This is an optimization exercise on Yosys and OpenROAD, whose aim is small area and a short achievable clock period, not a production implementation. RTL that was checked went through simulation tests only; none was proved equivalent to the original. For runs 2 to 5, only the layout was checked, not whether the RTL still works. Power and IR drop assume default switching activity.

--- config.mk ---
export PLATFORM = sky130hd
export DESIGN_NAME = neural_predictor
export DESIGN_NICKNAME = neural_predictor
export VERILOG_FILES = /design/flow/design.v
export SDC_FILE = /design/flow/constraint.sdc
export NUM_CORES = 4
export LEC_CHECK = 0
export CAP_MARGIN = 20
export CORE_MARGIN = 2
export CORE_UTILIZATION = 35
export CTS_BUF_LIST = sky130_fd_sc_hd__clkbuf_16
export CTS_CLUSTER_DIAMETER = 80
export CTS_CLUSTER_SIZE = 28
export PLACE_DENSITY = 0.55
export SETUP_SLACK_MARGIN = 5
export SLEW_MARGIN = 20
--- run.sh ---
#!/bin/bash
# synth_recipe.tcl (not shown) runs the flow's synth.tcl, then flattens the netlist and writes it again
# the make line also repeats each setting of config.mk as NAME=value (left out here)
make -C /OpenROAD-flow-scripts/flow DESIGN_CONFIG=/design/flow/config.mk WORK_HOME=/design/flow/orfs CLKGATE_MAP_FILE= SYNTH_SCRIPT=/design/flow/synth_recipe.tcl finish
--- design.v ---
module neural_predictor(input clk, input rst, input current_pc_valid, input [15:0] current_pc,
	input result_valid, input [15:0] result_pc, input result,
	output current_should_jump);
	reg [7:0] history;
	reg [575:0] wt;
	reg [7:0] slot_valid;
	reg [7:0] slot_neg;
	reg [7:0] slot_small;
	reg [2:0] wp;
	reg [2:0] rp;
	reg x0, x1, x2, x3, y0, y1;
	wire [3:0] cnt_next = (!history[0] + !history[1] + !history[2] + !history[3])
	                    + (!history[4] + !history[5] + !history[6] + !result);
	wire ny0 = cnt_next >= 4'd2;
	wire ny1 = cnt_next >= 4'd4;
	wire [3:0] npa = cnt_next - {2'd0, ny0 & ny1, ny0 ^ ny1, 1'b0};
	wire [7:0] cp_oh = 8'd1 << current_pc[2:0];
	wire [7:0] r_oh = 8'd1 << result_pc[2:0];
	wire [7:0] cw [0:8];
	genvar p, k, l;
	generate
		for (k = 0; k < 9; k = k + 1) begin : rd
			wire [7:0] ca [0:8];
			assign ca[0] = 8'd0;
			for (p = 0; p < 8; p = p + 1) begin : o
				assign ca[p+1] = ca[p] | (wt[(p*9+k)*8 +: 8] & {8{cp_oh[p]}});
			end
			assign cw[k] = ca[8];
		end
	endgenerate
	wire [7:0] op [0:8];
	assign op[0] = cw[0];
	generate
		for (k = 1; k < 9; k = k + 1) begin : sel
			assign op[k] = cw[k] ^ {8{~history[k-1]}};
		end
	endgenerate
	wire [11:0] ts, tc;
	csa_tree tree(op[0], op[1], op[2], op[3], op[4], op[5], op[6], op[7], op[8],
		x0, x1, x2, y0, y1, ts, tc);
	wire [11:0] gg [0:4];
	wire [11:0] pp [0:4];
	assign gg[0] = (ts & tc) | {11'd0, (ts[0] ^ tc[0]) & x3};
	assign pp[0] = ts ^ tc;
	generate
		for (l = 0; l < 4; l = l + 1) begin : ks
			for (k = 0; k < 12; k = k + 1) begin : b
				if (k >= (1 << l)) begin : c
					assign gg[l+1][k] = gg[l][k] | (pp[l][k] & gg[l][k - (1 << l)]);
					assign pp[l+1][k] = pp[l][k] & pp[l][k - (1 << l)];
				end else begin : n
					assign gg[l+1][k] = gg[l][k];
					assign pp[l+1][k] = pp[l][k];
				end
			end
		end
	endgenerate
	wire [11:0] y = pp[0] ^ {gg[4][10:0], x3};
	wire zero = &(pp[0] ~^ {ts[10:0] | tc[10:0], x3});
	assign current_should_jump = ~y[11] & ~zero;
	wire cur_neg = y[11];
	wire cur_small = (y + 12'd28) <= 12'd56;
	wire pop_valid = result_valid & slot_valid[rp];
	wire s_neg = slot_neg[rp];
	wire s_small = slot_small[rp];
	wire train = pop_valid & (s_small | (result ? s_neg : ~s_neg));
	wire [7:0] rw [0:8];   
	wire [7:0] nw [0:8];
	generate
		for (k = 0; k < 9; k = k + 1) begin : upd
			wire [7:0] ra [0:8];
			assign ra[0] = 8'd0;
			for (p = 0; p < 8; p = p + 1) begin : o
				assign ra[p+1] = ra[p] | (wt[(p*9+k)*8 +: 8] & {8{r_oh[p]}});
			end
			assign rw[k] = ra[8];
			assign nw[k] = rst ? 8'd0 : (rw[k] + {{7{~result}}, 1'b1});
		end
		for (p = 0; p < 8; p = p + 1) begin : wr
			for (k = 0; k < 9; k = k + 1) begin : wk
				wire hbit;
				if (k == 0) begin : b
					assign hbit = 1'b1;
				end else begin : h
					assign hbit = history[k-1];
				end
				always @(posedge clk)
					if (rst | (train & r_oh[p] & hbit))
						wt[(p*9+k)*8 +: 8] <= nw[k];
			end
		end
	endgenerate
	always @(posedge clk) begin
		if (rst) begin
			history <= 8'd0;
			{x0, x1, x2, x3, y0, y1} <= 6'b111111;
			slot_valid <= 8'd0;
			wp <= 3'd0;
			rp <= 3'd0;
		end else begin
			if (pop_valid) begin
				history <= {history[6:0], result};
				{x0, x1, x2, x3, y0, y1} <= {npa > 4'd0, npa > 4'd1, npa > 4'd2, npa > 4'd3, ny0, ny1};
			end
			if (current_pc_valid) begin
				slot_valid[wp] <= 1'b1;
				slot_neg[wp] <= cur_neg;
				slot_small[wp] <= cur_small;
				wp <= wp + 3'd1;
			end
			if (result_valid) begin
				slot_valid[rp] <= 1'b0;
				rp <= rp + 3'd1;
			end
		end
	end
endmodule
module csa_tree(input [7:0] op0, input [7:0] op1, input [7:0] op2, input [7:0] op3,
	input [7:0] op4, input [7:0] op5, input [7:0] op6, input [7:0] op7, input [7:0] op8,
	input x0, input x1, input x2, input y0, input y1,
	output [11:0] ts, output [11:0] tc);
	wire s1 = op0[0] ^ op1[0] ^ op2[0];
	wire c2 = (op0[0] & op1[0]) | (op0[0] & op2[0]) | (op1[0] & op2[0]);
	wire s3 = x0 ^ op3[0] ^ op4[0];
	wire c4 = (x0 & op3[0]) | (x0 & op4[0]) | (op3[0] & op4[0]);
	wire s5 = op0[1] ^ op1[1] ^ op2[1];
	wire c6 = (op0[1] & op1[1]) | (op0[1] & op2[1]) | (op1[1] & op2[1]);
	wire s7 = op3[1] ^ op4[1] ^ op5[1];
	wire c8 = (op3[1] & op4[1]) | (op3[1] & op5[1]) | (op4[1] & op5[1]);
	wire s9 = y0 ^ op6[1] ^ op7[1];
	wire c10 = (y0 & op6[1]) | (y0 & op7[1]) | (op6[1] & op7[1]);
	wire s11 = op0[2] ^ op1[2] ^ op2[2];
	wire c12 = (op0[2] & op1[2]) | (op0[2] & op2[2]) | (op1[2] & op2[2]);
	wire s13 = op3[2] ^ op4[2] ^ op5[2];
	wire c14 = (op3[2] & op4[2]) | (op3[2] & op5[2]) | (op4[2] & op5[2]);
	wire s15 = op6[2] ^ op7[2] ^ op8[2];
	wire c16 = (op6[2] & op7[2]) | (op6[2] & op8[2]) | (op7[2] & op8[2]);
	wire s17 = op0[3] ^ op1[3] ^ op2[3];
	wire c18 = (op0[3] & op1[3]) | (op0[3] & op2[3]) | (op1[3] & op2[3]);
	wire s19 = op3[3] ^ op4[3] ^ op5[3];
	wire c20 = (op3[3] & op4[3]) | (op3[3] & op5[3]) | (op4[3] & op5[3]);
	wire s21 = op6[3] ^ op7[3] ^ op8[3];
	wire c22 = (op6[3] & op7[3]) | (op6[3] & op8[3]) | (op7[3] & op8[3]);
	wire s23 = op0[4] ^ op1[4] ^ op2[4];
	wire c24 = (op0[4] & op1[4]) | (op0[4] & op2[4]) | (op1[4] & op2[4]);
	wire s25 = op3[4] ^ op4[4] ^ op5[4];
	wire c26 = (op3[4] & op4[4]) | (op3[4] & op5[4]) | (op4[4] & op5[4]);
	wire s27 = op6[4] ^ op7[4] ^ op8[4];
	wire c28 = (op6[4] & op7[4]) | (op6[4] & op8[4]) | (op7[4] & op8[4]);
	wire s29 = op0[5] ^ op1[5] ^ op2[5];
	wire c30 = (op0[5] & op1[5]) | (op0[5] & op2[5]) | (op1[5] & op2[5]);
	wire s31 = op3[5] ^ op4[5] ^ op5[5];
	wire c32 = (op3[5] & op4[5]) | (op3[5] & op5[5]) | (op4[5] & op5[5]);
	wire s33 = op6[5] ^ op7[5] ^ op8[5];
	wire c34 = (op6[5] & op7[5]) | (op6[5] & op8[5]) | (op7[5] & op8[5]);
	wire s35 = op0[6] ^ op1[6] ^ op2[6];
	wire c36 = (op0[6] & op1[6]) | (op0[6] & op2[6]) | (op1[6] & op2[6]);
	wire s37 = op3[6] ^ op4[6] ^ op5[6];
	wire c38 = (op3[6] & op4[6]) | (op3[6] & op5[6]) | (op4[6] & op5[6]);
	wire s39 = op6[6] ^ op7[6] ^ op8[6];
	wire c40 = (op6[6] & op7[6]) | (op6[6] & op8[6]) | (op7[6] & op8[6]);
	wire s41 = op0[7] ^ ~op1[7] ^ ~op2[7];
	wire c42 = (op0[7] & ~op1[7]) | (op0[7] & ~op2[7]) | (~op1[7] & ~op2[7]);
	wire s43 = ~op3[7] ^ ~op4[7] ^ ~op5[7];
	wire c44 = (~op3[7] & ~op4[7]) | (~op3[7] & ~op5[7]) | (~op4[7] & ~op5[7]);
	wire s45 = ~op6[7] ^ ~op7[7] ^ ~op8[7];
	wire c46 = (~op6[7] & ~op7[7]) | (~op6[7] & ~op8[7]) | (~op7[7] & ~op8[7]);
	wire s47 = op5[0] ^ op6[0] ^ op7[0];
	wire c48 = (op5[0] & op6[0]) | (op5[0] & op7[0]) | (op6[0] & op7[0]);
	wire s49 = op8[1] ^ c2 ^ c4;
	wire c50 = (op8[1] & c2) | (op8[1] & c4) | (c2 & c4);
	wire s51 = y1 ^ s5 ^ s7;
	wire c52 = (y1 & s5) | (y1 & s7) | (s5 & s7);
	wire s53 = c10 ^ c6 ^ c8;
	wire c54 = (c10 & c6) | (c10 & c8) | (c6 & c8);
	wire s55 = s11 ^ s13 ^ s15;
	wire c56 = (s11 & s13) | (s11 & s15) | (s13 & s15);
	wire s57 = c12 ^ c14 ^ c16;
	wire c58 = (c12 & c14) | (c12 & c16) | (c14 & c16);
	wire s59 = s17 ^ s19 ^ s21;
	wire c60 = (s17 & s19) | (s17 & s21) | (s19 & s21);
	wire s61 = c18 ^ c20 ^ c22;
	wire c62 = (c18 & c20) | (c18 & c22) | (c20 & c22);
	wire s63 = s23 ^ s25 ^ s27;
	wire c64 = (s23 & s25) | (s23 & s27) | (s25 & s27);
	wire s65 = c24 ^ c26 ^ c28;
	wire c66 = (c24 & c26) | (c24 & c28) | (c26 & c28);
	wire s67 = s29 ^ s31 ^ s33;
	wire c68 = (s29 & s31) | (s29 & s33) | (s31 & s33);
	wire s69 = c30 ^ c32 ^ c34;
	wire c70 = (c30 & c32) | (c30 & c34) | (c32 & c34);
	wire s71 = s35 ^ s37 ^ s39;
	wire c72 = (s35 & s37) | (s35 & s39) | (s37 & s39);
	wire s73 = c36 ^ c38 ^ c40;
	wire c74 = (c36 & c38) | (c36 & c40) | (c38 & c40);
	wire s75 = s41 ^ s43 ^ s45;
	wire c76 = (s41 & s43) | (s41 & s45) | (s43 & s45);
	wire s77 = op0[7] ^ c42 ^ c44;
	wire c78 = (op0[7] & c42) | (op0[7] & c44) | (c42 & c44);
	wire s79 = x1 ^ op8[0] ^ s1;
	wire c80 = (x1 & op8[0]) | (x1 & s1) | (op8[0] & s1);
	wire s81 = c48 ^ s9 ^ s49;
	wire c82 = (c48 & s9) | (c48 & s49) | (s9 & s49);
	wire s83 = c50 ^ c52 ^ s53;
	wire c84 = (c50 & c52) | (c50 & s53) | (c52 & s53);
	wire s85 = c54 ^ c56 ^ s57;
	wire c86 = (c54 & c56) | (c54 & s57) | (c56 & s57);
	wire s87 = c58 ^ c60 ^ s61;
	wire c88 = (c58 & c60) | (c58 & s61) | (c60 & s61);
	wire s89 = c62 ^ c64 ^ s65;
	wire c90 = (c62 & c64) | (c62 & s65) | (c64 & s65);
	wire s91 = c66 ^ c68 ^ s69;
	wire c92 = (c66 & c68) | (c66 & s69) | (c68 & s69);
	wire s93 = c70 ^ c72 ^ s73;
	wire c94 = (c70 & c72) | (c70 & s73) | (c72 & s73);
	wire s95 = c46 ^ c74 ^ c76;
	wire c96 = (c46 & c74) | (c46 & c76) | (c74 & c76);
	wire s97 = x2 ^ s3 ^ s47;
	wire c98 = (x2 & s3) | (x2 & s47) | (s3 & s47);
	wire s99 = c80 ^ s51 ^ s81;
	wire c100 = (c80 & s51) | (c80 & s81) | (s51 & s81);
	wire s101 = s55 ^ c82 ^ s83;
	wire c102 = (s55 & c82) | (s55 & s83) | (c82 & s83);
	wire s103 = s59 ^ c84 ^ s85;
	wire c104 = (s59 & c84) | (s59 & s85) | (c84 & s85);
	wire s105 = s63 ^ c86 ^ s87;
	wire c106 = (s63 & c86) | (s63 & s87) | (c86 & s87);
	wire s107 = s67 ^ c88 ^ s89;
	wire c108 = (s67 & c88) | (s67 & s89) | (c88 & s89);
	wire s109 = s71 ^ c90 ^ s91;
	wire c110 = (s71 & c90) | (s71 & s91) | (c90 & s91);
	wire s111 = s75 ^ c92 ^ s93;
	wire c112 = (s75 & c92) | (s75 & s93) | (c92 & s93);
	wire s113 = s77 ^ c94 ^ s95;
	wire c114 = (s77 & c94) | (s77 & s95) | (c94 & s95);
	wire s115 = op0[7] ^ c78 ^ c96;
	wire c116 = (op0[7] & c78) | (op0[7] & c96) | (c78 & c96);
	assign ts = {1'b1, ~op0[7], c114, c112, c110, c108, c106, c104, c102, c100, c98, s79};
	assign tc = {1'b0, c116, s115, s113, s111, s109, s107, s105, s103, s101, s99, s97};
endmodule
--- constraint.sdc ---
create_clock -name core_clock -period 17.0 [get_ports {clk}]
set_input_delay 3.4000 -clock core_clock [delete_from_list [all_inputs] [get_ports {clk}]]
set_output_delay 3.4000 -clock core_clock [all_outputs]
set_load 0.01 [all_outputs]
==> reports/results.ini, run 1 <==
[run_status]
status = timing/DRC/antenna clean

[run]
max_cap_viol_count = 0

[die]
dieArea_um2 = 93300
rows = 110
core_area_um2 = 90000
pin_count = 38
initial_core_util_pct = 35.3
die_x_um = 305
dieHeight_um = 305

[drt]
ant_nets = 0
wire_per_inst_um = 31.1
wirelength_um = 113000
vias = 23300
first_iter_violations = 3320
drc = 0
drt_first_pass_iters = 7
vias_per_cell = 6.42

[place]
port_buffers = 11
gp_congestion = 0.851
place_area_um2 = 33100
dp_hpwl_um = 59800

[sta]
slew_viol_final = 0
fmax_mhz = 84.3
post-route-min-period_ns = 11.86
grt_setup_unrepaired = false
hold_viol = 0
skew_ns = 0.0488
setup_tns_ns = 0
period_share_pct = 69.8
slew_headroom_pct = 16.0
worstMarginPinSlew_ns = 1.26
setup_viol = 0

[worst_setup_path]
path_buf_inv = 5
cpMaxStageDelayCell = fa_2
crit_type = input pin to primary output
critical_path_required_ns = 13.60
critPathTopFamily = adder cells
worst_setup_path_end_kind = primary output
critPathMaxFanout = 18
cp.arrival_ns = 8.46
slowest_delay_ns = 0.64
worstPathCellList = buf_6 > nor3b_4 > buf_12 > buf_16 > a22oi_1 > nand4_1 > xnor2_2 > fa_1 > fa_2 > fa_2 > inv_1 > fa_2 > ha_4 > a21o_4 > and2_1 > a41o_1 > o21a_1 > nor2_4 > nor2_2 > buf_2
cpMostUsedCell = fa_2
startpoint_type = input pin

[cts]
cts_buffer_depth = 3
root_buffer = clkbuf_16
clock_latency_ns = 0.61
cts_tree = built
cts_buffers = 37
htree_levels = 2
clkSinkCount = 620
clk_pin_slew_ns = 0.09

[grt]
antenna_found_initial = 2
grt-ovfl-total = 0
grt_pass1_wl_um = 158000
grt_max_degree = 51
grt.total_usage_pct = 23.2
grt_pass1_vias = 22800

[synth]
synthesis.nets = 2652
synth_warnings = 1
syn_inst = 2453
syn_area_um2 = 31800
syn_avg_cell_area_um2 = 13.0
ys_ff_latch = 620
synthDistinctLibCells = 77
async_reset_ff_share_pct = 0
synth-edff-count = 592
synth-seq-area-share_pct = 57.6
synth_ff_type = edfxtp_1

[power]
leakage_nw = 12.2
peakVddDrop_uv = 393
power_density_nw_per_um2 = 183

[finish]
area_delta_synth_final_pct = 12.2
fill_cells = 8368
post-route-cell-area_um2 = 35700
layout-drive-gt1-share_pct = 11.5
fin_nets = 2625

[min_path]
hold_class = register to register

## worst reg2reg max path: stages, from the launching register on
cell	delay (ns)
dfxtp_1	0.91
xor2_2	0.28
fa_1	0.52
fa_1	0.51
fa_1	0.54
inv_1	0.06
fa_2	0.63
ha_4	0.23
a211oi_4	0.31
buf_4	0.18
nor2_1	0.05
xnor2_1	0.31
inv_1	0.08
ha_1	0.32
nor4_1	0.38
nor4_2	0.08
nor4_2	0.80
o41ai_1	0.18
## layout make-up
class                           count  area (µm²)  area share (%)
Antenna cell                        1        2.50         0.00701
Clock buffer                       39         976            2.73
Clock inverter                     26         389            1.09
Inverter                           95         359            1.01
Multi-Input combinational cell   1582       13000            36.4
Sequential cell                   620       18300            51.4
Tap cell                         1176        1470            4.12
Timing Repair Buffer               90        1150            3.22
## repair_timing
action | 4_1_cts | 5_1_grt
resized for setup | 109 | 31
cloned | 14 | 4
hold buffers | 0 | 0
setup endpoints to repair | 1 | 1
setup buffers | 20 | 9
pin swaps | 31 | 41
## power by group
| group | switching [mW] | total [mW] | internal (mW) | leakage, nW |
|---|---|---|---|---|
| Combinational | 2.04 | 3.50 | 1.45 | 5.63 |
| Sequential | 0.0786 | 1.98 | 1.90 | 5.95 |
| Clock | 0.568 | 1.07 | 0.499 | 0.659 |
## metrics by stage
stage / utilization [%] / power [mW] / std cells / setup WS [ns] / hold slack [ns]
global placement: 36.8 / 4.78 / 3515 / 2.83 / 0.477
global route: 39.6 / 6.90 / 3628 / 5.06 / 0.554
detailed placement: 36.8 / 4.86 / 3515 / 2.76 / 0.484
finish: 39.6 / 6.54 / 3629 / 5.14 / 0.503
floorplan: - / 4.15 / 2453 / 5.16 / 0.445
CTS: 39.3 / 6.33 / 3614 / 5.01 / 0.508
## synthesized netlist by cell type, types with 4 or more instances
master,n,area (µm²)
a21oi_1,38,190
inv_1,93,349
and4_1,4,35.0
nor3_1,24,120
o31ai_1,8,60.1
a22oi_1,535,4020
or2_2,4,25.0
xor2_1,53,464
nor4_1,11,68.8
nand2b_1,7,43.8
nor3b_1,10,75.1
a22o_1,4,35.0
a221oi_1,4,35.0
clkbuf_1,132,495
a211oi_1,9,67.6
buf_2,9,45.0
and2_1,5,31.3
nand4_1,143,895
and3b_1,7,61.3
nand2_1,59,221
o211ai_1,9,67.6
buf_4,4,30.0
nand3_1,13,65.1
nor2_1,163,612
a32o_1,4,40.0
mux2i_1,23,230
ha_1,89,1110
nor2b_1,14,87.6
o21ai_0,30,150
mux2_2,4,45.0
or4_1,6,45.0
xnor2_1,79,692
and3_1,18,113
edfxtp_1,592,17800
dfxtp_1,28,561
a21oi_2,9,78.8
mux4_2,14,315
a31oi_1,7,43.8
a311oi_1,11,96.3
a21o_1,41,308
buf_1,12,45.0
fa_1,73,1460
## placed cells by master, fill, tap and decap left out, types with 10 or more instances in the layout
cell,n
nand3_1,13
a21oi_1,36
nand4_1,143
dfxtp_1,28
mux2i_1,23
a22oi_1,526
nor2_1,154
a21o_1,40
clkbuf_16,43
nand2_1,57
xnor2_2,10
xor2_1,46
mux4_2,14
o21ai_0,29
fa_1,60
xnor2_1,69
edfxtp_1,592
inv_1,94
and3_1,16
buf_4,49
fa_2,13
nor2b_1,14
ha_1,80
a311oi_1,11
nor3_1,23
buf_16,14
## registers in the layout, summed over array words and instances (netlist names), 3 cells and up
signal      count
history         8
rp              3
slot_neg        8
slot_small      8
slot_valid      8
wp              3
wt            576
## per-layer routing
layer	vias to the layer above	track usage (%)	part of all wire, %
met4	2	11.0	4.6
li1	9708	-	-
met3	300	4.83	11
met2	1579	37.3	46
met1	11700	29.8	38
met5	-	0	0.011
## final timing paths
path | start | to | slack [ns] | cells past startpoint
worst max-delay path | current_pc[1] | current_should_jump | 5.14 | 20
worst min-delay path | x1 | x1 | 0.50 | 2
worst max register to register | history[0] | slot_small[5] | 10.32 | 17
worst min register to register | x1 | x1 | 0.50 | 2
## cell families after synthesis
group / synth area share (%)
mux: 1.99
simple gates: 8.28
fa+ha+maj: 8.10
compound gates: 17.2
xor+xnor: 3.63
flops: 57.6
buf+inv: 3.14
==> inputs of run 2 (changes only) <==
--- a/design.v
+++ b/design.v
@@ -59,7 +59,7 @@
 	wire zero = &(pp[0] ~^ {ts[10:0] | tc[10:0], x3});
 	assign current_should_jump = ~y[11] & ~zero;
 	wire cur_neg = y[11];
-	wire cur_small = (y + 12'd28) <= 12'd56;
+	wire cur_small = $signed(y) >= -12'sd28 && $signed(y) <= 12'sd28;
 	wire pop_valid = result_valid & slot_valid[rp];
 	wire s_neg = slot_neg[rp];
 	wire s_small = slot_small[rp];
==> run 2 against run 1 <==
Effect of this change: highest routed layer is now met4; largest power group unchanged; first-iteration DRC count rose by 3.8%; via count rose by 0.61%; register-to-register slack improved by 0.40 ns; combinational power fell by 15%; largest cell class unchanged; power fell by 9.6%; still clean on timing, DRC and antenna; routed wire length rose by 1.5%; flip-flop and latch count did not move.
==> reports/results.ini, run 2 <==
[grt]
grt_pass1_vias = 23200  ; +1.8%
grt_pass1_wl_um = 161000  ; +1.7%
grt.total_usage_pct = 23.4  ; +0.24 points
antenna_found_initial = 0  ; -2
grt_max_degree = 46  ; -9.8%
grt-ovfl-total = 0  ; unchanged

[synth]
synth_area_leaders = edfxtp_1 56%, a22oi_1 12%, fa_1 4.6%
synth_top_area_share_pct = 55.6  ; -0.25 points
synth_xor_area_share_pct = 3.37  ; -0.26 points
synthTopCellsByCount = 592 x edfxtp_1, 506 x a22oi_1, 155 x nor2_1, 131 x nand4_1, 124 x clkbuf_1
synthDistinctLibCells = 72  ; -6.5%
synth-edff-count = 592  ; unchanged
yosysTopAreaCell = edfxtp_1
synth_warnings = 1  ; unchanged
synth-seq-area-share_pct = 57.4  ; -0.26 points
yosysMostFrequentCell = edfxtp_1
synthesis.nets = 2646  ; -0.23%
async_reset_ff_share_pct = 0  ; unchanged
synth_top_family_by_area = compound AO/OA/AOI/OAI gates
synth_ff_type = edfxtp_1
syn_area_um2 = 32000  ; +0.44%
synth_mux_area_share_pct = 2.59  ; +0.60 points
ys_ff_latch = 620  ; unchanged
synthSimpleGateAreaFrac_pct = 7.45  ; -0.84 points
synth_compound_area_share_pct = 18.0  ; +0.78 points
syn_avg_cell_area_um2 = 13.1  ; +0.65%
synthAdderAreaFrac_pct = 8.02  ; -0.075 points
syn_inst = 2448  ; -0.20%

[run_status]
status = timing/DRC/antenna clean

[power]
power.total_mw = 5.91  ; -9.6%
power_density_nw_per_um2 = 165  ; -9.9%
peakVddDrop_uv = 263  ; -33%
leakage_nw = 12.2  ; -0.12%

[worst_setup_path]
slowest_delay_ns = 0.59  ; -0.05 ns
r2r_end = slot_small[4]
cpMaxStageDelayCell = fa_2
crit_type = input pin to primary output
critPathMaxFanout = 17  ; -1
rr_worst_depth = 15  ; -2
startpoint = current_pc[2]
r2r_slack_ns = 10.72  ; +0.40 ns
worstPathCellList = buf_8 > nor3b_4 > buf_4 > buf_16 > a22oi_1 > nand4_1 > xnor2_2 > fa_2 > inv_1 > fa_2 > fa_1 > fa_2 > ha_4 > o21a_1 > o22ai_2 > a21o_1 > o21bai_1 > a21oi_1 > o21a_4 > a41oi_4 > buf_6
cpMostUsedCell = fa_2
cp.arrival_ns = 8.61  ; +0.15 ns
crit-reg2reg-launch = history[2]
worst_setup_path_end_kind = primary output
critical_path_required_ns = 13.60  ; about the same
startpoint_type = input pin

[cts]
cts_buffer_depth = 3  ; unchanged
cts_tree = built
clock_latency_ns = 0.65  ; +0.04 ns
clkSinkCount = 620  ; unchanged
clk_pin_slew_ns = 0.09  ; about the same
root_buffer = clkbuf_16
cts_buffers = 31  ; -16%
htree_levels = 1  ; -1
postCtsHoldBufs = 0  ; unchanged

[sta]
slew_viol_final = 0  ; unchanged
period_share_pct = 70.7  ; +0.88 points
grt_setup_unrepaired = false
fmax_mhz = 83.2  ; -1.2%
post-route-min-period_ns = 12.01  ; +0.149 ns
skew_ns = 0.0205  ; -0.0282 ns
hold_viol = 0  ; unchanged
slew_headroom_pct = 16.9  ; +0.86 points
setup_tns_ns = 0  ; unchanged
setup_viol = 0  ; unchanged
worstMarginPinSlew_ns = 1.24  ; -0.0175 ns

[min_path]
hold_start = x3
hold_class = register to register
min_path_cells = 2  ; unchanged
hold_end = x3

[die]
pin_count = 38  ; unchanged
initial_core_util_pct = 35.4  ; +0.049 points
dieHeight_um = 306  ; +0.22%
core_area_um2 = 90300  ; +0.31%
rows = 110  ; unchanged
die_x_um = 306  ; +0.22%
dieArea_um2 = 93700  ; +0.44%

[drt]
ant_nets = 0  ; unchanged
wire_per_inst_um = 31.7  ; +1.9%
wirelength_um = 114000  ; +1.5%
vias = 23400  ; +0.61%
drc = 0  ; unchanged
drt_first_pass_iters = 5  ; -2
first_iter_violations = 3447  ; +3.8%
vias_per_cell = 6.49  ; +1.1%

[place]
dp_hpwl_um = 62400  ; +4.3%
port_buffers = 11  ; unchanged
place_area_um2 = 33300  ; +0.41%
gp_congestion = 0.883  ; +3.8%

[finish]
post-route-cell-area_um2 = 35800  ; +0.29%
layout_common_cells = 592 x edfxtp_1, 486 x a22oi_1, 151 x nor2_1, 131 x nand4_1, 88 x inv_1
largest-register = wt
area_delta_synth_final_pct = 12.0
layout-drive-gt1-share_pct = 12.2  ; +0.69 points
diodes = 0  ; -1
layout_commonest_cell = edfxtp_1
largest_register_ffs = 576  ; unchanged
fin_nets = 2615  ; -0.38%
fill_cells = 8310  ; -0.69%

[run]
max_cap_viol_count = 0  ; unchanged

run 2: changes by cell type after synthesis, sizes merged, moves of 12 or more:
cell,delta
mux2i,+24
a211oi,+16
a22o,+14
xor2,-12
nor3,-13
nand4,-12
nand2,-36
a22oi,-29
run 2: final cells by class:
cell class,count,area (µm²),share of cell area [%]
Clock buffer,31,776,2.17
Sequential cell,620,18300,51.2
Clock inverter,22,359,1.00
Inverter,92,348,0.972
Multi-Input combinational cell,1575,13300,37.0
Tap cell,1176,1470,4.11
Timing Repair Buffer,97,1250,3.49
run 2: layer usage:
metal | GRT usage (%) | vias to the layer above | part of all wire (%)
met5 | 0 | - | 0
met1 | 31.7 | 12000 | 40
li1 | - | 9717 | -
met3 | 4.54 | 242 | 11
met2 | 37.3 | 1499 | 46
met4 | 8.69 | 0 | 3.3
run 2: report_power, final:
part / leakage, nW / internal (mW) / total, mW / switching, mW
sequential: 5.95 / 1.90 / 1.97 / 0.0778
clock: 0.554 / 0.455 / 0.971 / 0.516
combinational: 5.72 / 1.29 / 2.97 / 1.67
run 2: how the worst max path moves through the flow:
stage	slack (ns)	depth (start not counted)	endpoint
2_1_floorplan	5.28	19	current_should_jump
3_3_place_gp	2.64	20	current_should_jump
3_5_place_dp	2.66	20	current_should_jump
4_1_cts	5.01	22	current_should_jump
5_1_grt	4.97	23	current_should_jump
6_report	4.99	21	current_should_jump
run 2: kinds of logic after synthesis:
| kind of cell | count (synthesis) |
|---|---|
| and+or+nand+nor | 447 |
| xor gates and xnor gates | 123 |
| adders and majority gates | 161 |
| buffers and inverters | 255 |
| DFF | 620 |
| muxes | 70 |
| AOI/OAI and AO/OA | 772 |
run 2: repair_timing:
action | in CTS | in global routing
cloned | 12 | 4
setup buffers | 25 | 8
gates resized for setup | 103 | 69
pin swaps | 33 | 63
setup endpoints to repair | 1 | 1
run 2: per-stage QoR:
step                      utilization [%]  hold WS, ns  instances  setup WS, ns
after global placement               36.8        0.468       3508          2.64
after global routing                 39.6        0.522       3613          4.97
after CTS                            39.1        0.502       3599          5.01
final                                39.6        0.500       3613          4.99
after floorplan                         -        0.445       2448          5.28
after detailed placement             36.8        0.485       3509          2.66
run 2: critical path: cells and delay by family:
family	cells	cell delay, ns
AO/OA/AOI/OAI	8	1.35
buffers and inverters	5	0.69
AND/OR/NAND/NOR	2	0.55
adder cells (fa/ha/maj)	5	2.29
XOR/XNOR	1	0.31
==> inputs of run 3 (changes only) <==
--- a/config.mk
+++ b/config.mk
@@ -8,9 +8,6 @@
 export CAP_MARGIN = 20
 export CORE_MARGIN = 2
 export CORE_UTILIZATION = 35
-export CTS_BUF_LIST = sky130_fd_sc_hd__clkbuf_16
-export CTS_CLUSTER_DIAMETER = 80
-export CTS_CLUSTER_SIZE = 28
 export PLACE_DENSITY = 0.55
 export SETUP_SLACK_MARGIN = 5
 export SLEW_MARGIN = 20
==> run 3 against run 2 <==
Effect of this change: largest cell class unchanged; largest power group unchanged; via count rose by 2.1%; clock skew rose by 0.00094 ns; sequential power barely moved.
==> reports/results.ini, run 3 <==
[grt]
grt_pass1_vias = 23600  ; +1.5%
antenna_found_initial = 1  ; +1
grt.total_usage_pct = 23.7  ; +0.27 points
grt_max_degree = 46  ; unchanged
grt-ovfl-total = 0  ; unchanged
grt_pass1_wl_um = 162000  ; +0.65%

[sta]
setup_viol = 0  ; unchanged
hold_viol = 0  ; unchanged
post-route-min-period_ns = 11.99  ; -0.0251 ns
period_share_pct = 70.5  ; -0.15 points
skew_ns = 0.0215  ; +0.000942 ns
slew_headroom_pct = 16.8  ; -0.10 points
setup_ws_ns = 5.01  ; +0.0251 ns
setup_tns_ns = 0  ; unchanged
grt_setup_unrepaired = true
worstMarginPinSlew_ns = 1.24  ; +0.00156 ns
slew_viol_final = 0  ; unchanged
fmax_mhz = 83.4  ; +0.21%

[worst_setup_path]
worst_setup_path_end_kind = primary output
r2r_end = slot_small[4]
crit_type = input pin to primary output
critical_path_required_ns = 13.60  ; about the same
r2r_slack_ns = 10.77  ; +0.05 ns
critPathCapture = current_should_jump
critPathMaxFanout = 10  ; -7
rr_worst_depth = 15  ; unchanged
cp.arrival_ns = 8.59  ; -0.02 ns
startpoint_type = input pin
startpoint = current_pc[2]
crit-reg2reg-launch = history[2]

[run]
max_cap_viol_count = 0  ; unchanged

[place]
gp_congestion = 0.883  ; unchanged
dp_hpwl_um = 62400  ; unchanged
place_area_um2 = 33300  ; unchanged
placed_cells = 3509  ; unchanged
port_buffers = 11  ; unchanged
place_ws_ns = 2.66  ; unchanged

[finish]
fin_nets = 2660  ; +1.7%
largest_register_ffs = 576  ; unchanged
post-route-cell-area_um2 = 37000  ; +3.5%
layout-drive-gt1-share_pct = 13.9  ; +1.7 points
fin_cells = 3693  ; +2.2%
largest-register = wt
layout_common_cells = 592 x edfxtp_1, 484 x a22oi_1, 152 x nor2_1, 131 x nand4_1, 88 x inv_1
layout_commonest_cell = edfxtp_1
final_util_pct = 41.0  ; +1.4 points
area_delta_synth_final_pct = 16.0

[drt]
vias_per_cell = 6.48  ; -0.13%
vias = 23900  ; +2.1%
first_iter_violations = 3595  ; +4.3%
ant_nets = 0  ; unchanged
drc = 0  ; unchanged
wire_per_inst_um = 31.7  ; +0.19%
wirelength_um = 117000  ; +2.4%
drt_first_pass_iters = 8  ; +3

[synth]
synth-seq-area-share_pct = 57.4  ; unchanged
syn_avg_cell_area_um2 = 13.1  ; unchanged
ys_ff_latch = 620  ; unchanged
synth-edff-count = 592  ; unchanged
synth_area_leaders = edfxtp_1 56%, a22oi_1 12%, fa_1 4.6%
syn_inst = 2448  ; unchanged
yosysTopAreaCell = edfxtp_1
synthDistinctLibCells = 72  ; unchanged
synth_warnings = 1  ; unchanged
synth_ff_type = edfxtp_1
synth_top_area_share_pct = 55.6  ; unchanged
synthTopCellsByCount = 592 x edfxtp_1, 506 x a22oi_1, 155 x nor2_1, 131 x nand4_1, 124 x clkbuf_1
syn_area_um2 = 32000  ; unchanged
synthesis.nets = 2646  ; unchanged
yosysMostFrequentCell = edfxtp_1
async_reset_ff_share_pct = 0  ; unchanged

[cts]
clock_latency_ns = 0.62  ; -0.03 ns
postCtsHoldBufs = 0  ; unchanged
htree_levels = 3  ; +2
cts_buffers = 70  ; +130%
root_buffer = clkbuf_16
cts_buffer_depth = 3  ; unchanged
cts_tree = built
clkSinkCount = 620  ; unchanged
clk_pin_slew_ns = 0.06  ; -0.03 ns

[power]
peakVddDrop_uv = 276  ; +5.1%
power_density_nw_per_um2 = 173  ; +4.8%
leakage_nw = 12.8  ; +4.6%

[run_status]
status = timing/DRC/antenna clean

[die]
pin_count = 38  ; unchanged
dieHeight_um = 306  ; unchanged
dieArea_um2 = 93700  ; unchanged
rows = 110  ; unchanged
initial_core_util_pct = 35.4  ; unchanged
die_x_um = 306  ; unchanged
core_area_um2 = 90300  ; unchanged

[min_path]
hold_class = register to register

[run 3: cell counts after synthesis]
Identical to the previous run, type by type.
[run 3: cell type report]
class,instances,area [µm²]
fillers,8212,53200
flip-flops and latches,620,18300
multi-input cells,1575,13200
clock buffers,93,1940
well taps,1176,1470
repair buffers,103,1450
inverters,92,348
clock inverters,32,263
diodes,2,5.00
[run 3: metal layers]
metal  track usage (%)  part of all wire (%)
met4              10.8                   4.1
met2              36.8                    45
met3              4.85                    12
met5                 0                     0
met1              31.9                    39
[run 3: logic make-up (layout without fill, tap and decap cells)]
| kind of cell | Yosys count | in the layout | share of synthesized area, % |
|---|---|---|---|
| multiplexers | 70 | 70 | 2.59 |
| other | 0 | 2 | 0 |
| AND/OR/NAND/NOR | 447 | 449 | 7.45 |
| buffers and inverters | 255 | 320 | 3.19 |
| adder cells (fa/ha/maj) | 161 | 161 | 8.02 |
| AO/OA/AOI/OAI | 772 | 772 | 18.0 |
| XOR/XNOR | 123 | 123 | 3.37 |
| flip-flops | 620 | 620 | 57.4 |
[run 3: worst min path at each step]
stage	start	to	cells past startpoint	slack (ns)
2_1_floorplan	x1	x1	2	0.44
3_3_place_gp	x1	x1	2	0.47
3_5_place_dp	x1	x1	2	0.48
4_1_cts	x3	x3	2	0.50
5_1_grt	x3	x3	2	0.52
6_report	x3	x3	2	0.50
[run 3: timing repair]
action                     4_1_cts  5_1_grt
gates cloned                    10        9
setup endpoints to repair        1        1
pin swaps                       39       54
buffers inserted                25       11
resized for setup              102       73
[run 3: power breakdown]
group,switching [mW],total (mW),internal (mW),leakage [nW]
clock,0.621,1.47,0.851,1.07
combinational,1.67,2.96,1.29,5.77
sequential,0.0783,1.98,1.90,5.95
[run 3: metrics by stage]
stage               total power, mW  hold slack (ns)
detailed placement             4.32            0.485
finish                         6.41            0.498
CTS                            6.15            0.498
global placement               4.27            0.468
global route                   6.71            0.517
floorplan                      3.72            0.445
[run 3: critical path, stage by stage]
cell	delay [ns]
buf_12	0.14
nor3b_4	0.15
buf_6	0.15
buf_16	0.17
buf_12	0.15
a22oi_2	0.13
nand4_1	0.38
xnor2_2	0.28
fa_1	0.54
fa_2	0.43
fa_1	0.58
fa_2	0.48
ha_4	0.30
o21a_1	0.14
o22ai_2	0.09
a21o_1	0.18
o21bai_1	0.12
a21oi_1	0.09
o21a_4	0.22
a41oi_4	0.30
buf_6	0.16
==> inputs of run 4 (changes only) <==
==> flow/run.sh (new file) <==
#!/bin/bash
# The standard layout, with timing repair aiming for 7 ns of setup slack.
set -euo pipefail
bash standard.sh SETUP_SLACK_MARGIN=7 finish > standard_finish.log 2>&1
==> standard.sh (new file) <==
#!/bin/bash
# synth_recipe.tcl (not shown) runs the flow's synth.tcl, then flattens the netlist and writes it again
# the make line also repeats each setting of config.mk as NAME=value (left out here)
make -C /OpenROAD-flow-scripts/flow DESIGN_CONFIG=/design/flow/config.mk WORK_HOME=/design/flow/orfs CLKGATE_MAP_FILE= SYNTH_SCRIPT=/design/flow/synth_recipe.tcl "${@:-finish}"
--- a/config.mk
+++ b/config.mk
@@ -9,5 +9,4 @@
 export CORE_MARGIN = 2
 export CORE_UTILIZATION = 35
 export PLACE_DENSITY = 0.55
-export SETUP_SLACK_MARGIN = 5
 export SLEW_MARGIN = 20
removed: run.sh
==> run 4 against run 3 <==
Effect of this change: via count down 0.41%; fmax up 1.2%; flip-flop and latch count unchanged; critical path depth up 1; clock skew up 0.0078 ns; die area unchanged; cell count up 0.30%; count of clock-buffer cells in the layout down 3; setup slack better by 0.14 ns; critical endpoint unchanged.
==> reports/results.ini, run 4 <==
[synth]
synthSimpleGateAreaFrac_pct = 7.45  ; unchanged
synthDistinctLibCells = 72  ; unchanged
syn_area_um2 = 32000  ; unchanged
synth-edff-count = 592  ; unchanged
syn_inst = 2448  ; unchanged
synth_area_leaders = edfxtp_1 56%, a22oi_1 12%, fa_1 4.6%
synthAdderAreaFrac_pct = 8.02  ; unchanged
yosysMostFrequentCell = edfxtp_1
synth_compound_area_share_pct = 18.0  ; unchanged
ys_ff_latch = 620  ; unchanged
syn_avg_cell_area_um2 = 13.1  ; unchanged
synth_xor_area_share_pct = 3.37  ; unchanged
synth_ff_type = edfxtp_1
synth_warnings = 1  ; unchanged
async_reset_ff_share_pct = 0  ; unchanged
synth-seq-area-share_pct = 57.4  ; unchanged
synth_mux_area_share_pct = 2.59  ; unchanged
yosysTopAreaCell = edfxtp_1
synth_top_area_share_pct = 55.6  ; unchanged
synthTopCellsByCount = 592 x edfxtp_1, 506 x a22oi_1, 155 x nor2_1, 131 x nand4_1, 124 x clkbuf_1
synth_top_family_by_area = compound AO/OA/AOI/OAI gates
synthesis.nets = 2646  ; unchanged

[worst_setup_path]
crit-reg2reg-launch = history[1]
cp.arrival_ns = 8.45  ; -0.14 ns
worst_setup_path_end_kind = primary output
critPathMaxFanout = 10  ; unchanged
crit_type = input pin to primary output
r2r_end = slot_small[0]
rr_worst_depth = 15  ; unchanged
r2r_slack_ns = 10.85  ; +0.08 ns
critical_path_required_ns = 13.60  ; about the same
startpoint_type = input pin

[power]
peakVddDrop_uv = 240  ; -13%
leakage_nw = 12.9  ; +0.61%
power_density_nw_per_um2 = 171  ; -1.3%

[sta]
timing.hold.ws_ns = 0.482  ; -0.0162 ns
worstMarginPinSlew_ns = 1.34  ; +0.0920 ns
fmax_mhz = 84.4  ; +1.2%
skew_ns = 0.0293  ; +0.00784 ns
slew_viol_final = 0  ; unchanged
slew_headroom_pct = 10.9  ; -5.8 points
grt_setup_unrepaired = true
setup_tns_ns = 0  ; unchanged
setup_viol = 0  ; unchanged
hold_viol = 0  ; unchanged
period_share_pct = 69.7  ; -0.83 points
post-route-min-period_ns = 11.85  ; -0.142 ns

[min_path]
hold_end = y1
hold_start = y1
min_path_cells = 2  ; unchanged
hold_class = register to register

[drt]
drt_first_pass_iters = 6  ; -2
drc = 0  ; unchanged
vias = 23800  ; -0.41%
first_iter_violations = 3581  ; -0.39%
vias_per_cell = 6.43  ; -0.71%
wirelength_um = 117000  ; about the same
wire_per_inst_um = 31.6  ; -0.30%
ant_nets = 0  ; unchanged

[finish]
post-route-cell-area_um2 = 37200  ; +0.41%
diodes = 0  ; -2
fin_cells = 3704  ; +0.30%
layout-drive-gt1-share_pct = 14.8  ; +0.84 points
area_delta_synth_final_pct = 16.4
final_util_pct = 41.2  ; +0.17 points
largest-register = wt
layout_commonest_cell = edfxtp_1
largest_register_ffs = 576  ; unchanged
layout_common_cells = 592 x edfxtp_1, 487 x a22oi_1, 149 x nor2_1, 131 x nand4_1, 84 x inv_1
fin_nets = 2672  ; +0.45%

[grt]
grt_max_degree = 53  ; +15%
grt_pass1_vias = 23700  ; +0.51%
antenna_found_initial = 1  ; unchanged
grt.total_usage_pct = 24.4  ; +0.77 points
grt_pass1_wl_um = 165000  ; +2.1%
grt-ovfl-total = 0  ; unchanged

[place]
port_buffers = 11  ; unchanged
dp_hpwl_um = 62700  ; +0.56%
placed_cells = 3511  ; +0.057%
gp_congestion = 0.866  ; -2.0%
place_area_um2 = 33400  ; +0.34%

[die]
dieHeight_um = 306  ; unchanged
initial_core_util_pct = 35.4  ; unchanged
pin_count = 38  ; unchanged
core_area_um2 = 90300  ; unchanged
dieArea_um2 = 93700  ; unchanged
die_x_um = 306  ; unchanged
rows = 110  ; unchanged

[cts]
htree_levels = 3  ; unchanged
cts_buffers = 70  ; unchanged
clk_pin_slew_ns = 0.06  ; about the same
clkSinkCount = 620  ; unchanged
postCtsHoldBufs = 0  ; unchanged
cts_buffer_depth = 3  ; unchanged
cts_tree = built
root_buffer = clkbuf_16
clock_latency_ns = 0.63  ; about the same

[run_status]
status = timing/DRC/antenna clean

[run]
max_cap_viol_count = 0  ; unchanged

==> run 4: cell counts after synthesis <==
No cell type changed its count.
==> run 4: power breakdown <==
part           internal [mW]  total (mW)  switching [mW]
combinational           1.29        2.92            1.63
clock                  0.827        1.45           0.628
sequential              1.90        1.98          0.0778
==> run 4: timing repair <==
action                     in CTS  in global routing
resized for setup             149                 16
setup endpoints to repair       9                  1
pin swaps                      67                 44
buffers inserted               45                  4
cloned                         18                  0
==> run 4: cells by family after synthesis <==
kind of cell,Yosys count
and+or+nand+nor,447
buffers and inverters,255
muxes,70
xor gates and xnor gates,123
adders and majority gates,161
DFF,620
AOI/OAI and AO/OA,772
==> run 4: worst max-delay path, cell delays in order <==
cell,delay (ns)
buf_12,0.14
nor3b_4,0.16
buf_6,0.12
buf_16,0.16
buf_12,0.16
a22oi_1,0.21
nand4_1,0.32
xnor2_2,0.26
fa_2,0.54
inv_2,0.06
fa_2,0.36
fa_1,0.54
fa_2,0.49
ha_4,0.29
o21a_1,0.14
o22ai_2,0.08
a21o_1,0.17
o21bai_1,0.14
a21oi_1,0.07
o21a_2,0.23
a41oi_2,0.20
buf_4,0.17
==> run 4: layout make-up <==
class	instances	area [µm²]
Fill cell	8192	53100
Clock buffer	90	1900
Sequential cell	620	18300
Inverter	92	348
Timing Repair Buffer	114	1620
Clock inverter	36	292
Tap cell	1176	1470
Multi-Input combinational cell	1576	13200
==> run 4: worst max-delay path by stage <==
stage,startpoint,end,slack (ns),cells past startpoint
floorplan,current_pc[2],current_should_jump,5.82,20
global placement,current_pc[0],current_should_jump,3.14,20
detailed placement,current_pc[1],current_should_jump,3.08,22
CTS,current_pc[1],current_should_jump,5.24,22
global route,current_pc[1],current_should_jump,5.04,23
finish,current_pc[0],current_should_jump,5.15,22
==> run 4: stage by stage <==
| stage | worst slack (ns) | total power, mW |
|---|---|---|
| global placement | 3.14 | 4.42 |
| finish | 5.15 | 6.35 |
| CTS | 5.24 | 6.26 |
| global route | 5.04 | 6.67 |
| floorplan | 5.82 | 3.90 |
| detailed placement | 3.08 | 4.50 |
==> run 4: per-layer routing <==
metal | GRT usage, % | routed length (µm)
met2 | 38.5 | 52900
met3 | 6.68 | 13400
met5 | 0 | 14
met4 | 10.9 | 5580
met1 | 31.5 | 45200
==> inputs of run 5 (changes only) <==
==> run.sh (new file) <==
#!/bin/bash
# synth_recipe.tcl (not shown) runs the flow's synth.tcl, then flattens the netlist and writes it again
# the make line also repeats each setting of config.mk as NAME=value (left out here)
make -C /OpenROAD-flow-scripts/flow DESIGN_CONFIG=/design/flow/config.mk WORK_HOME=/design/flow/orfs CLKGATE_MAP_FILE= SYNTH_SCRIPT=/design/flow/synth_recipe.tcl finish
--- a/config.mk
+++ b/config.mk
@@ -7,6 +7,10 @@
 export LEC_CHECK = 0
 export CAP_MARGIN = 20
 export CORE_MARGIN = 2
-export CORE_UTILIZATION = 35
-export PLACE_DENSITY = 0.55
+export CORE_UTILIZATION = 55
+export CTS_BUF_LIST = sky130_fd_sc_hd__clkbuf_8
+export CTS_CLUSTER_DIAMETER = 50
+export CTS_CLUSTER_SIZE = 16
+export PLACE_DENSITY = 0.7
+export SETUP_SLACK_MARGIN = 5
 export SLEW_MARGIN = 20
removed: flow/run.sh
removed: standard.sh
==> run 5 against run 4 <==
Effect of this change: count of clock-buffer cells in the layout is 18 lower; still clean; hold slack better by 0.0045 ns; setup slack worse by 0.067 ns; via count is 0.43% lower; final area is 5.6% lower; first-iteration DRC count is 4.0% higher; clock skew is 0.024 ns higher; die area is 36% lower; sequential power hardly changed; core utilization is 20 points higher.
==> reports/results.ini, run 5 <==
[drt]
ant_nets = 0  ; unchanged
vias = 23700  ; -0.43%
drc = 0  ; unchanged
vias_per_cell = 7.29  ; +13%
wire_per_inst_um = 32.0  ; +1.2%
drt_first_pass_iters = 6  ; unchanged
first_iter_violations = 3723  ; +4.0%
wirelength_um = 104000  ; -11%

[cts]
clock_latency_ns = 0.72  ; +0.09 ns
clk_pin_slew_ns = 0.07  ; about the same
cts_buffers = 69  ; -1.4%
clkSinkCount = 620  ; unchanged
root_buffer = clkbuf_8
cts_tree = built
htree_levels = 3  ; unchanged
cts_buffer_depth = 3  ; unchanged
postCtsHoldBufs = 0  ; unchanged

[synth]
yosysMostFrequentCell = edfxtp_1
synth-edff-count = 592  ; unchanged
yosysTopAreaCell = edfxtp_1
synth_ff_type = edfxtp_1
syn_inst = 2448  ; unchanged
synthDistinctLibCells = 72  ; unchanged
async_reset_ff_share_pct = 0  ; unchanged
synth_top_area_share_pct = 55.6  ; unchanged
syn_area_um2 = 32000  ; unchanged
synth-seq-area-share_pct = 57.4  ; unchanged
ys_ff_latch = 620  ; unchanged
synth_warnings = 1  ; unchanged
synth_area_leaders = edfxtp_1 56%, a22oi_1 12%, fa_1 4.6%
syn_avg_cell_area_um2 = 13.1  ; unchanged
synthesis.nets = 2646  ; unchanged
synthTopCellsByCount = 592 x edfxtp_1, 506 x a22oi_1, 155 x nor2_1, 131 x nand4_1, 124 x clkbuf_1

[power]
peakVddDrop_uv = 325  ; +35%
p_switching_mw = 2.25  ; -3.8%
p_int_mw = 3.60  ; -10%
sequentialPowerShare_pct = 33.8  ; +2.7 points
swShare_pct = 38.4  ; +1.7 points
power_frac_clock_pct = 19.3  ; -3.6 points
power_density_nw_per_um2 = 166  ; -2.5%
pwr-share-comb_pct = 46.9  ; +1.0 points
leakage_nw = 12.2  ; -5.1%

[run_status]
status = timing/DRC/antenna clean

[grt]
antenna_found_initial = 1  ; unchanged
grt_max_degree = 54  ; +1.9%
grt_pass1_wl_um = 149000  ; -9.7%
grt.total_usage_pct = 34.2  ; +9.7 points
grt_pass1_vias = 23100  ; -2.5%
grt-ovfl-total = 0  ; unchanged

[worst_setup_path]
crit-reg2reg-launch = wt[520]
startpoint_type = input pin
rr_worst_depth = 17  ; +2
worst_setup_path_end_kind = primary output
critical_path_required_ns = 13.60  ; about the same
r2r_end = slot_small[5]
cp.arrival_ns = 8.51  ; +0.06 ns
r2r_slack_ns = 10.98  ; +0.13 ns
critPathMaxFanout = 16  ; +6
crit_type = input pin to primary output

[finish]
largest_register_ffs = 576  ; unchanged
layout_common_cells = 592 x edfxtp_1, 502 x a22oi_1, 152 x nor2_1, 131 x nand4_1, 96 x inv_1
layout-drive-gt1-share_pct = 11.9  ; -2.9 points
fin_nets = 2631  ; -1.5%
layout_commonest_cell = edfxtp_1
area_delta_synth_final_pct = 9.89
final_util_pct = 61.0  ; +20 points
fill_cells = 4301  ; -47%
largest-register = wt

[sta]
hold_viol = 0  ; unchanged
fmax_mhz = 83.9  ; -0.56%
setup_viol = 0  ; unchanged
worstMarginPinSlew_ns = 1.28  ; -0.0582 ns
slew_headroom_pct = 14.8  ; +3.9 points
post-route-min-period_ns = 11.91  ; +0.0670 ns
period_share_pct = 70.1  ; +0.39 points
skew_ns = 0.0536  ; +0.0242 ns
setup_tns_ns = 0  ; unchanged
slew_viol_final = 0  ; unchanged
grt_setup_unrepaired = false

[die]
pin_count = 38  ; unchanged
die_x_um = 245  ; -20%
core_area_um2 = 57600  ; -36%
dieArea_um2 = 60000  ; -36%
rows = 88  ; -20%
dieHeight_um = 245  ; -20%
initial_core_util_pct = 55.5  ; +20 points

[place]
port_buffers = 11  ; unchanged
dp_hpwl_um = 57500  ; -8.3%
gp_congestion = 0.943  ; +8.9%

[run]
max_cap_viol_count = 0  ; unchanged

[min_path]
hold_start = y1
hold_class = register to register
min_path_cells = 2  ; unchanged
hold_end = y1

run 5: critical path: stages:
cell	delay, ns
buf_6	0.15
nor3b_4	0.17
buf_12	0.14
buf_4	0.17
buf_16	0.20
a22oi_1	0.18
nand4_1	0.38
xor2_1	0.28
fa_1	0.56
fa_1	0.44
fa_1	0.52
fa_1	0.55
ha_4	0.37
xor2_1	0.15
nand3b_1	0.13
nor4_4	0.32
a41oi_2	0.18
buf_2	0.18
run 5: area by class of cell:
cell class              count  area (µm²)  share of cell area, %
flip-flops and latches    620       18300                   52.2
multi-input cells        1576       13000                   37.1
clock buffers              72         991                   2.82
well taps                 765         957                   2.73
repair buffers             74         885                   2.52
clock inverters            55         568                   1.62
inverters                  92         348                  0.991
diodes                      2        5.00                 0.0143
run 5: power groups by stage:
stage / Combinational, mW / Sequential [mW] / Clock, mW
after global placement: 2.22 / 1.99 / 0
after floorplan: 1.75 / 1.97 / 0
after CTS: 2.53 / 1.97 / 1.14
after detailed placement: 2.27 / 2.00 / 0
final: 2.74 / 1.97 / 1.13
after global routing: 2.98 / 1.98 / 1.19
run 5: cell families after synthesis:
kind of cell | count (synthesis) | share of synthesized area [%]
simple gates | 447 | 7.45
flops | 620 | 57.4
xor+xnor | 123 | 3.37
buf+inv | 255 | 3.19
mux | 70 | 2.59
fa+ha+maj | 161 | 8.02
compound gates | 772 | 18.0
run 5: worst max-delay path by stage:
stage / endpoint / slack, ns / start
floorplan: current_should_jump / 5.28 / current_pc[1]
global placement: current_should_jump / 3.11 / current_pc[1]
detailed placement: current_should_jump / 3.06 / current_pc[1]
CTS: current_should_jump / 5.03 / current_pc[0]
global route: current_should_jump / 5.00 / current_pc[1]
finish: current_should_jump / 5.09 / current_pc[1]
run 5: per-stage QoR:
step | instance area (µm²) | instances | hold slack [ns] | setup slack (ns) | total power [mW]
final | 35100 | 3256 | 0.486 | 5.09 | 5.84
after global routing | 35100 | 3255 | 0.507 | 5.00 | 6.16
after CTS | 34900 | 3249 | 0.487 | 5.03 | 5.64
after detailed placement | 32700 | 3095 | 0.469 | 3.06 | 4.27
after global placement | 32700 | 3095 | 0.465 | 3.11 | 4.22
after floorplan | 32000 | 2448 | 0.445 | 5.28 | 3.72
run 5: what timing repair did:
item,4_1_cts,5_1_grt
pin swaps,22,33
setup endpoints to repair,1,1
buffers inserted,19,3
gates cloned,8,2
gates resized for setup,76,32
run 5: routing by layer:
layer / wire length, µm / global-route usage, %
met1: 38300 / 45.8
met2: 45700 / 51.0
met3: 14200 / 8.85
met4: 5990 / 18.9
met5: 0 / 0
==> inputs of run 6 (changes only) <==
--- a/design.v
+++ b/design.v
@@ -59,7 +59,7 @@
 	wire zero = &(pp[0] ~^ {ts[10:0] | tc[10:0], x3});
 	assign current_should_jump = ~y[11] & ~zero;
 	wire cur_neg = y[11];
-	wire cur_small = $signed(y) >= -12'sd28 && $signed(y) <= 12'sd28;
+	wire cur_small = (y + 12'd28) <= 12'd56;
 	wire pop_valid = result_valid & slot_valid[rp];
 	wire s_neg = slot_neg[rp];
 	wire s_small = slot_small[rp];
--- a/config.mk
+++ b/config.mk
@@ -8,9 +8,9 @@
 export CAP_MARGIN = 20
 export CORE_MARGIN = 2
 export CORE_UTILIZATION = 55
-export CTS_BUF_LIST = sky130_fd_sc_hd__clkbuf_8
-export CTS_CLUSTER_DIAMETER = 50
-export CTS_CLUSTER_SIZE = 16
+export CTS_BUF_LIST = sky130_fd_sc_hd__clkbuf_16
+export CTS_CLUSTER_DIAMETER = 80
+export CTS_CLUSTER_SIZE = 28
 export PLACE_DENSITY = 0.7
 export SETUP_SLACK_MARGIN = 5
 export SLEW_MARGIN = 20
==> run 6 against run 5 <==
Effect of this change: via count decreased by 1.2%; combinational power increased by 22%; still clean on timing, DRC and antenna; sequential power about the same; setup slack about the same; core utilization decreased by 0.27 points; area after synthesis decreased by 0.44%; cell count decreased by 1.5%; count of clock-buffer cells in the layout decreased by 35; highest routed layer is now met5; routed wire length decreased by 0.45%.
==> reports/results.ini, run 6 <==
[die]
dieArea_um2 = 59800  ; -0.43%
initial_core_util_pct = 55.3  ; -0.14 points
pin_count = 38  ; unchanged
rows = 88  ; unchanged
dieHeight_um = 244  ; -0.22%
core_area_um2 = 57500  ; -0.19%
die_x_um = 244  ; -0.22%

[finish]
layout_common_cells = 592 x edfxtp_1, 525 x a22oi_1, 160 x nor2_1, 143 x nand4_1, 94 x inv_1
largest-register = wt
fin_nets = 2617  ; -0.53%
layout-drive-gt1-share_pct = 10.8  ; -1.1 points
layout_commonest_cell = edfxtp_1
largest_register_ffs = 576  ; unchanged
area_delta_synth_final_pct = 9.68
diodes = 0  ; -2

[synth]
ys_ff_latch = 620  ; unchanged
yosysMostFrequentCell = edfxtp_1
synth_xor_area_share_pct = 3.63  ; +0.26 points
synth_top_family_by_area = compound AO/OA/AOI/OAI gates
yosysTopAreaCell = edfxtp_1
syn_area_um2 = 31800  ; -0.44%
synthDistinctLibCells = 77  ; +6.9%
synth_ff_type = edfxtp_1
synthSimpleGateAreaFrac_pct = 8.28  ; +0.84 points
synth_warnings = 1  ; unchanged
synthAdderAreaFrac_pct = 8.10  ; +0.075 points
synthTopCellsByCount = 592 x edfxtp_1, 535 x a22oi_1, 163 x nor2_1, 143 x nand4_1, 132 x clkbuf_1
syn_avg_cell_area_um2 = 13.0  ; -0.65%
synth_compound_area_share_pct = 17.2  ; -0.78 points
synth_top_area_share_pct = 55.9  ; +0.25 points
synth_mux_area_share_pct = 1.99  ; -0.60 points
async_reset_ff_share_pct = 0  ; unchanged
synthesis.nets = 2652  ; +0.23%
syn_inst = 2453  ; +0.20%
synth_area_leaders = edfxtp_1 56%, a22oi_1 13%, fa_1 4.6%
synth-seq-area-share_pct = 57.6  ; +0.26 points
synth-edff-count = 592  ; unchanged

[sta]
setup_tns_ns = 0  ; unchanged
hold_viol = 0  ; unchanged
fmax_mhz = 83.9  ; about the same
worstMarginPinSlew_ns = 1.24  ; -0.0336 ns
slew_viol_final = 0  ; unchanged
period_share_pct = 70.1  ; about the same
slew_headroom_pct = 17.1  ; +2.2 points
skew_ns = 0.0256  ; -0.0279 ns
setup_viol = 0  ; unchanged
timing.hold.ws_ns = 0.513  ; +0.0268 ns
post-route-min-period_ns = 11.91  ; +0.000190 ns
grt_setup_unrepaired = false

[grt]
grt.total_usage_pct = 33.9  ; -0.23 points
grt_max_degree = 67  ; +24%
grt-ovfl-total = 0  ; unchanged
grt_pass1_wl_um = 148000  ; -1.2%
antenna_found_initial = 2  ; +1
grt_pass1_vias = 22900  ; -0.71%

[worst_setup_path]
startpoint_type = input pin
crit_type = input pin to primary output
cp.arrival_ns = 8.51  ; about the same
worstPathCellList = buf_6 > and3_4 > buf_6 > a22oi_1 > nand4_1 > xor2_2 > fa_2 > fa_1 > fa_1 > inv_1 > fa_2 > ha_4 > a211oi_4 > o311ai_4 > a41o_1 > o21a_1 > nor2_4 > nor2_1 > buf_2
critPathMaxFanout = 14  ; -2
worst_setup_path_end_kind = primary output
critical_path_required_ns = 13.60  ; about the same
slowest_delay_ns = 0.61  ; +0.05 ns
cpMaxStageDelayCell = fa_2

[cts]
clock_latency_ns = 0.60  ; -0.12 ns
cts_tree = built
root_buffer = clkbuf_16
clkSinkCount = 620  ; unchanged
clk_pin_slew_ns = 0.10  ; +0.03 ns
cts_buffers = 34  ; -51%
cts_buffer_depth = 3  ; unchanged
htree_levels = 2  ; -1

[min_path]
hold_class = register to register

[drt]
wire_per_inst_um = 32.3  ; +1.1%
ant_nets = 0  ; unchanged
drt_first_pass_iters = 6  ; unchanged
vias = 23400  ; -1.2%
first_iter_violations = 3739  ; +0.43%
wirelength_um = 104000  ; -0.45%
vias_per_cell = 7.31  ; +0.28%
drc = 0  ; unchanged

[power]
power_density_nw_per_um2 = 180  ; +8.4%
leakage_nw = 12.1  ; -0.77%
peakVddDrop_uv = 480  ; +48%

[run]
max_cap_viol_count = 0  ; unchanged

[place]
port_buffers = 11  ; unchanged
dp_hpwl_um = 55100  ; -4.3%
gp_congestion = 0.918  ; -2.7%

[run_status]
status = timing/DRC/antenna clean

## run 6: cell types whose count changed after synthesis, moves of 12 or more
cell and change:
nand2_1 +35, a22oi_1 +29, mux2i_1 -24, a211oi_1 -18, a22o_1 -14, nand4_1 +12
nor3_1 +12, xor2_1 +12
## run 6: final timing paths
| path | to | start | depth (start not counted) | slack, ns |
|---|---|---|---|---|
| min reg2reg | x2 | x2 | 2 | 0.51 |
| min | x2 | x2 | 2 | 0.51 |
| max | current_should_jump | current_pc[1] | 19 | 5.09 |
| max reg2reg | slot_small[1] | wt[152] | 19 | 10.61 |
## run 6: what timing repair did
action                     CTS  global route
pin swaps                   34            40
buffers inserted            24             4
gates cloned                13             3
setup endpoints to repair    1             1
hold buffers                 0             0
resized for setup          107            34
## run 6: power by group
group,internal (mW),switching (mW),leakage (nW)
sequential,1.90,0.0781,5.95
combinational,1.38,1.95,5.59
clock,0.449,0.534,0.587
## run 6: worst max-delay path: cells and delay by family
family	cells	cell delay, ns
XOR/XNOR	1	0.29
adder cells (fa/ha/maj)	5	2.28
AO/OA/AOI/OAI	5	1.14
buffers and inverters	4	0.55
AND/OR/NAND/NOR	4	0.81
## run 6: per-stage QoR
step | std cells | worst slack (ns) | utilization (%) | instance area, µm² | total power, mW
6_report | 3207 | 5.09 | 60.7 | 34900 | 6.29
5_1_grt | 3207 | 4.98 | 60.7 | 34900 | 6.64
4_1_cts | 3200 | 5.01 | 60.3 | 34600 | 6.09
3_5_place_dp | 3103 | 2.76 | 56.7 | 32600 | 4.77
3_3_place_gp | 3103 | 2.86 | 56.7 | 32600 | 4.68
2_1_floorplan | 2453 | 5.16 | - | 31800 | 4.15
## run 6: final cells by class
type / instances / area (µm²)
fill: 4331 / 22600
sequential: 620 / 18300
multi-input combinational: 1584 / 13000
timing repair buffer: 83 / 1070
tap: 765 / 957
clock buffer: 37 / 926
inverter: 95 / 358
clock inverter: 23 / 279
## run 6: metal layers
layer  global-route usage [%]  vias up  share of wire [%]
met3                     9.73      397                 14
met2                     51.3     1871                 44
met5                        0        -              0.061
met4                     17.8        6                5.9
li1                         -     9691                  -
met1                     44.7    11500                 36
## run 6: logic make-up after synthesis
kind of cell,count (synthesis)
xor gates and xnor gates,132
muxes,43
and+or+nand+nor,502
AOI/OAI and AO/OA,739
DFF,620
buffers and inverters,255
adders and majority gates,162
==> inputs of run 7 (changes only) <==
--- a/config.mk
+++ b/config.mk
@@ -12,5 +12,5 @@
 export CTS_CLUSTER_DIAMETER = 80
 export CTS_CLUSTER_SIZE = 28
 export PLACE_DENSITY = 0.7
-export SETUP_SLACK_MARGIN = 5
+export SETUP_SLACK_MARGIN = 4
 export SLEW_MARGIN = 20
==> run 7 against run 6 <==
Effect of this change: core utilization is 1.3 points lower; setup slack worse by 0.90 ns; routed wire length is 3.5% lower; still clean; largest cell class unchanged; power decreased by 6.7%; area after synthesis did not move; critical endpoint unchanged.
==> reports/results.ini, run 7 <==
[run_status]
status = timing/DRC/antenna clean

[sta]
slew_headroom_pct = 11.7  ; -5.4 points
worstMarginPinSlew_ns = 1.33  ; +0.0809 ns
setup_tns_ns = 0  ; unchanged
fmax_mhz = 78.0  ; -7.0%
post-route-min-period_ns = 12.82  ; +0.903 ns

[power]
peakVddDrop_uv = 467  ; -2.7%
leakage_nw = 11.9  ; -1.8%
power.total_mw = 5.87  ; -6.7%

[cts]
cts_buffers = 34  ; unchanged
clk_pin_slew_ns = 0.10  ; about the same
htree_levels = 2  ; unchanged
cts_tree = built

[synth]
syn_avg_cell_area_um2 = 13.0  ; unchanged
synth_top_area_share_pct = 55.9  ; unchanged
synthDistinctLibCells = 77  ; unchanged
synthTopCellsByCount = 592 x edfxtp_1, 535 x a22oi_1, 163 x nor2_1, 143 x nand4_1, 132 x clkbuf_1
synthesis.nets = 2652  ; unchanged
synth_ff_type = edfxtp_1

[min_path]
hold_class = register to register
min_path_cells = 2  ; unchanged

[finish]
layout-drive-gt1-share_pct = 7.81  ; -3.0 points
largest-register = wt
fill_cells = 4414  ; +1.9%
fin_nets = 2595  ; -0.84%
diodes = 0  ; unchanged
layout_common_cells = 592 x edfxtp_1, 535 x a22oi_1, 161 x nor2_1, 143 x nand4_1, 94 x inv_1

[worst_setup_path]
cpMaxStageDelayCell = fa_1
critical_path_required_ns = 13.60  ; about the same
crit_type = input pin to primary output
startpoint_type = input pin
critPathTopFamily = adder cells
cp.arrival_ns = 9.42  ; +0.91 ns
worstSetupPathDepth = 21  ; +2
worstPathCellList = buf_2 > nand2_1 > nor2_4 > buf_4 > buf_6 > a22oi_1 > nand4_1 > xor2_1 > fa_1 > fa_1 > inv_1 > fa_1 > fa_1 > ha_1 > o21ai_0 > nand2_1 > a41o_1 > o21a_1 > nor2_4 > nor2_1 > clkdlybuf4s50_1

[grt]
grt-ovfl-total = 0  ; unchanged
antenna_found_initial = 2  ; unchanged
grt.total_usage_pct = 32.7  ; -1.3 points
grt_pass1_wl_um = 144000  ; -2.8%

[place]
place_ws_ns = 2.76  ; unchanged
gp_congestion = 0.918  ; unchanged
dp_hpwl_um = 55100  ; unchanged

[drt]
wirelength_um = 100000  ; -3.5%
first_iter_violations = 3482  ; -6.9%
wire_per_inst_um = 31.4  ; -2.9%
ant_nets = 0  ; unchanged

[die]
core_area_um2 = 57500  ; unchanged
dieHeight_um = 244  ; unchanged

[run]
max_cap_viol_count = 0  ; unchanged

-- run 7: cell counts after synthesis --
Identical to the previous run, type by type.
-- run 7: where the power goes --
part,internal [mW],switching (mW)
Sequential,1.90,0.0774
Combinational,1.13,1.79
Clock,0.449,0.533
Total,3.48,2.40
-- run 7: cell families after synthesis --
| kind of cell | share of synthesized area, % |
|---|---|
| AOI/OAI and AO/OA | 17.2 |
| xor gates and xnor gates | 3.63 |
| adders and majority gates | 8.10 |
| buffers and inverters | 3.14 |
| DFF | 57.6 |
| muxes | 1.99 |
| and+or+nand+nor | 8.28 |
-- run 7: final timing paths --
check | to | slack (ns) | start
max | current_should_jump | 4.18 | current_pc[2]
min | x1 | 0.51 | x1
max reg2reg | slot_small[1] | 10.59 | wt[329]
min reg2reg | x1 | 0.51 | x1
-- run 7: final cells by class --
type / instances / area (µm²) / share of cell area, %
Timing Repair Buffer: 61 / 609 / 1.79
Clock buffer: 37 / 926 / 2.71
Clock inverter: 23 / 279 / 0.818
Tap cell: 765 / 957 / 2.80
Inverter: 95 / 358 / 1.05
Multi-Input combinational cell: 1584 / 12700 / 37.1
Sequential cell: 620 / 18300 / 53.7
-- run 7: what timing repair did --
| action | CTS | global route |
|---|---|---|
| endpoints found under the setup margin | 1 | 1 |
| pin swaps | 5 | 5 |
| cloned | 6 | 3 |
| buffers inserted | 10 | 3 |
| resized for setup | 33 | 23 |
-- run 7: worst reg2reg max path, cell delays in order (launching register included) --
cell and delay [ns]:
edfxtp_1 0.43, a22oi_1 0.23, nand4_1 0.30, xor2_1 0.29
fa_1 0.51, fa_1 0.52, fa_1 0.54, inv_1 0.05
fa_1 0.49, ha_1 0.39, nor2_1 0.29, nor2_1 0.10
xnor2_1 0.32, inv_1 0.08, ha_1 0.32, nor4_1 0.36
nor4_2 0.07, nor4_2 0.69, o41ai_1 0.17
-- run 7: routing by layer --
layer	GRT usage, %	vias up	wire length, µm
li1	-	9624	-
met1	43.9	11400	36200
met2	49.9	1817	44600
met3	7.63	366	13500
met4	17.0	2	5660
met5	0	-	13
-- run 7: stage by stage --
step	utilization, %	hold slack (ns)	cells	instance area, µm²
5_1_grt	59.4	0.539	3185	34100
6_report	59.4	0.514	3185	34100
2_1_floorplan	-	0.445	2453	31800
3_3_place_gp	56.7	0.458	3103	32600
3_5_place_dp	56.7	0.470	3103	32600
4_1_cts	59.2	0.492	3179	34000
